From an optimization exercise on the open Yosys and OpenROAD flow, aimed at small area, a short achievable clock period and few clock cycles; shortcuts taken in it are not production practice. Function was checked by simulation only, so behaviour that the tests miss may differ from the original.

Setup of run A:
## scr1_pipe_ialu
module scr1_pipe_ialu (
    input   logic                           clk,
    input   logic                           rst_n,
    input   logic                           exu2ialu_rvm_cmd_vd_i,
    output  logic                           ialu2exu_rvm_res_rdy_o,
    input   logic [32-1:0]          exu2ialu_main_op1_i,
    input   logic [32-1:0]          exu2ialu_main_op2_i,
    input   logic [SCR1_IALU_CMD_WIDTH_E-1:0] exu2ialu_cmd_i,
    output  logic [32-1:0]          ialu2exu_main_res_o,
    output  logic                           ialu2exu_cmp_res_o,
    input   logic [32-1:0]          exu2ialu_addr_op1_i,
    input   logic [32-1:0]          exu2ialu_addr_op2_i,
    output  logic [32-1:0]          ialu2exu_addr_res_o
);
logic [31:0] op1, op2;
logic [4:0]  cmd;
assign op1 = exu2ialu_main_op1_i;
assign op2 = exu2ialu_main_op2_i;
assign cmd = exu2ialu_cmd_i;
assign ialu2exu_addr_res_o = exu2ialu_addr_op1_i + exu2ialu_addr_op2_i;
logic        sum_sub;
logic [32:0] sum_res;
logic        ltu, lt, eq;
assign sum_sub = cmd[3] | cmd[1] | cmd[0];
assign sum_res = {1'b0, op1} + {1'b0, op2 ^ {32{sum_sub}}} + {32'd0, sum_sub};
assign ltu     = ~sum_res[32];
assign lt      = ltu ^ op1[31] ^ op2[31];
assign eq      = (op1 == op2);
logic        shft_left;
logic [31:0] shft_in, shft_out, shft_rev;
assign shft_left = ~cmd[1] & ~cmd[0];    
always_comb begin
    for (int i = 0; i < 32; i++) begin
        shft_rev[i] = op1[31-i];
    end
end
assign shft_in  = shft_left ? shft_rev : op1;
assign shft_out = 32'($signed({(cmd == SCR1_IALU_CMD_SRA) & op1[31], shft_in}) >>> op2[4:0]);
logic [31:0] shl_res, shr_res;
always_comb begin
    for (int i = 0; i < 32; i++) begin
        shl_res[i] = shft_out[31-i];
    end
end
assign shr_res = shft_out;
logic cmd_mul, cmd_div, div_rem, div_sgn;
assign cmd_mul = (cmd == SCR1_IALU_CMD_MUL)  | (cmd == SCR1_IALU_CMD_MULHU)
               | (cmd == SCR1_IALU_CMD_MULHSU) | (cmd == SCR1_IALU_CMD_MULH);
assign cmd_div = (cmd == SCR1_IALU_CMD_DIV)  | (cmd == SCR1_IALU_CMD_DIVU)
               | (cmd == SCR1_IALU_CMD_REM)  | (cmd == SCR1_IALU_CMD_REMU);
assign div_rem = (cmd == SCR1_IALU_CMD_REM)  | (cmd == SCR1_IALU_CMD_REMU);
assign div_sgn = (cmd == SCR1_IALU_CMD_DIV)  | (cmd == SCR1_IALU_CMD_REM);
  ...
==> flow/config.mk <==
export PLATFORM = sky130hd
export DESIGN_NAME = scr1_pipe_ialu
export DESIGN_NICKNAME = scr1_pipe_ialu
export VERILOG_FILES = /design/flow/design.v
export SDC_FILE = /design/flow/constraint.sdc
export NUM_CORES = 4
export LEC_CHECK = 0
export ABC_AREA = 1
export CAP_MARGIN = 20
export CORE_MARGIN = 2
export CORE_UTILIZATION = 55
export SLEW_MARGIN = 20
==> flow/constraint.sdc <==
create_clock -name core_clock -period 17.0 [get_ports {clk}]
set_input_delay 3.4000 -clock core_clock [delete_from_list [all_inputs] [get_ports {clk}]]
set_output_delay 3.4000 -clock core_clock [all_outputs]
set_load 0.01 [all_outputs]
standard.sh (not shown) runs the stock make flow with config.mk's settings and CLKGATE_MAP_FILE= SYNTH_SCRIPT=/design/flow/synth_recipe.tcl, a recipe that flattens the netlist after the stock synthesis.
==> flow/flow/run.sh <==
#!/bin/bash
set -euo pipefail
PORTS="BUFFER_PORTS_ARGS=-buffer_cell sky130_fd_sc_hd__buf_4"
bash standard.sh SETUP_SLACK_MARGIN=6 "$PORTS" cts > standard_flow_cts.log 2>&1
bash standard.sh SETUP_SLACK_MARGIN=5 "$PORTS" finish > standard_flow_finish.log 2>&1
Testbench counts of run A, summed over its fixed seeds: cycles 20,636.
The following lists how run B was set up differently from run A:
==> flow/flow/run.sh <==
#!/bin/bash
set -euo pipefail
PORTS="BUFFER_PORTS_ARGS=-buffer_cell sky130_fd_sc_hd__buf_4"
bash standard.sh SETUP_SLACK_MARGIN=6.5 "$PORTS" cts > standard_flow_cts.log 2>&1
bash standard.sh SETUP_SLACK_MARGIN=0 "$PORTS" finish > standard_flow_finish.log 2>&1
--- outcome ---
Between run A and run B, the flow reports total of fill cells in the finished design decreasing by a few percent. In the route summary, run B ends up with a via count exceeding that of run A. Delta(share of the cycle needed by the critical path after routing, run B - run A) < 0. In the flow results for run B and run A, the global router's overall resource usage is smaller on run A. The post-route worst setup slack number comes out higher for run B vs run A. Across both runs, final wirelength was higher for run B than for run A. From run B to run A, cell count after synthesis did not move at all. When the final numbers for run B and run A were put side by side, the area share of buffers outside the clock network turned out to be greater in run B.
Changes in run C relative to run B:
==> flow/flow/run.sh <==
#!/bin/bash
set -euo pipefail
PORTS="BUFFER_PORTS_ARGS=-buffer_cell sky130_fd_sc_hd__buf_2"
bash standard.sh SETUP_SLACK_MARGIN=6 "$PORTS" cts > standard_flow_cts.log 2>&1
bash standard.sh SETUP_SLACK_MARGIN=0 "$PORTS" finish > standard_flow_finish.log 2>&1
--- outcome ---
Run C vs run B on routing usage on met1: run C is the lower one.
Against run B as the reference, run C delivers a higher final critical delay including setup and external delays.
Run C has less setup slack than run B.
From run B to run C, average instance area after synthesis did not move at all.
On non-clock buffer count: between run C and run B, it ends up lower for run C.
[run C vs run B] final standard cell count with taps included and fillers excluded: lower in run C
Taking run B as the reference, in run C final wirelength shrank by about 5%.
The inputs of run D differ from those of run C as listed below.
- CORE_UTILIZATION now 40, was 55
==> flow/flow/run.sh <==
#!/bin/bash
set -euo pipefail
bash standard.sh SETUP_SLACK_MARGIN=6 "BUFFER_PORTS_ARGS=-buffer_cell sky130_fd_sc_hd__buf_4" finish > standard_flow.log 2>&1
Notes after the runs:
- Route | run D vs run C | wire longer in run D
- Run D ended up with in -> out as its critical path class; run C ended up with reg -> out.
- From run C to run D the numbers moved as follows: transition time of the tightest slew-check pin went down by 0.012 ns, die footprint saw an increase, sequential share of layout area now smaller, number of tap cells added at floorplan climbed 35%, die width now larger.
- Comparing run C and run D, the lower post-route fraction of the period consumed by the critical path was measured on run D.


== run a ==
Starting RTL as in the previous note.
Settings: LEC_CHECK=0, ABC_AREA=1, CAP_MARGIN=20, CORE_MARGIN=2, CORE_UTILIZATION=55, SLEW_MARGIN=20; clock period 17.0 ns.
==> flow/flow/run.sh <==
#!/bin/bash
set -euo pipefail
PORTS="BUFFER_PORTS_ARGS=-buffer_cell sky130_fd_sc_hd__buf_4"
bash standard.sh SETUP_SLACK_MARGIN=6 "$PORTS" cts > standard_flow_cts.log 2>&1
bash standard.sh SETUP_SLACK_MARGIN=0 "$PORTS" finish > standard_flow_finish.log 2>&1
Run a finished all stages; the layout is clean.
Testbench counts of run a, summed over its fixed seeds: cycles 20,636.
Input-level comparison between run b and run a:
==> flow/flow/run.sh <==
#!/bin/bash
set -euo pipefail
bash standard.sh SETUP_SLACK_MARGIN=6 "BUFFER_PORTS_ARGS=-buffer_cell sky130_fd_sc_hd__buf_2" finish > standard_flow.log 2>&1
Results
- Having completed the whole flow, run a delivered a layout that passed the timing, DRC and antenna checks.
- Run b | status: complete | timing, DRC, antenna: pass
- Final critical-path setup slack delta (run b − run a): favourable
- Compared to run a, run b leaves less free space in the core.
- Going from run a to run b, cell area grew by about 1%, global-route usage decreased by 1.4 points relative to the old numbers, global-route wire length before repair went down, headroom to the max-slew limit increased by 8.9 points relative to the old numbers.
- Compared run b vs run a, and number of post-CTS setup repair buffers is up in run b.
- [run b] clock period minus worst slack fell 0.31 ns relative to run a

[re-timing with driven ports]
The flow's constraints put no driver on any port. The routed layouts listed below were extracted and timed again, unchanged, in two steps. Step 1 assumes that a clkbuf_16 drives the clock port and a buf_2 every other input. Step 2 moves the port delays by t, midway between the first and last clock arrival at a register: inputs arrive t later, outputs are due t later. That takes back most of the time a late clock gives input paths. a / b / c = no drivers / after step 1 / after step 2; a / b = the first two.
run | t (ns) | slack for setup (ns) | worst setup path after step 2
run A of note 1 | 0.520 | 5.604 / 5.541 / 5.208 | input to register
run B of note 1 | 0.522 | 5.776 / 5.714 / 5.884 | input to register
run C of note 1 | 0.545 | 5.549 / 5.454 / 5.495 | input to register
run D of note 1 | 0.526 | 5.982 / 5.948 / 5.948 | input to output
run a of note 2 | 0.520 | 5.604 / 5.541 / 5.208 | input to register
run b of note 2 | 0.550 | 5.915 / 5.897 / 5.897 | input to output
After both steps setup and hold are still met in every run listed.
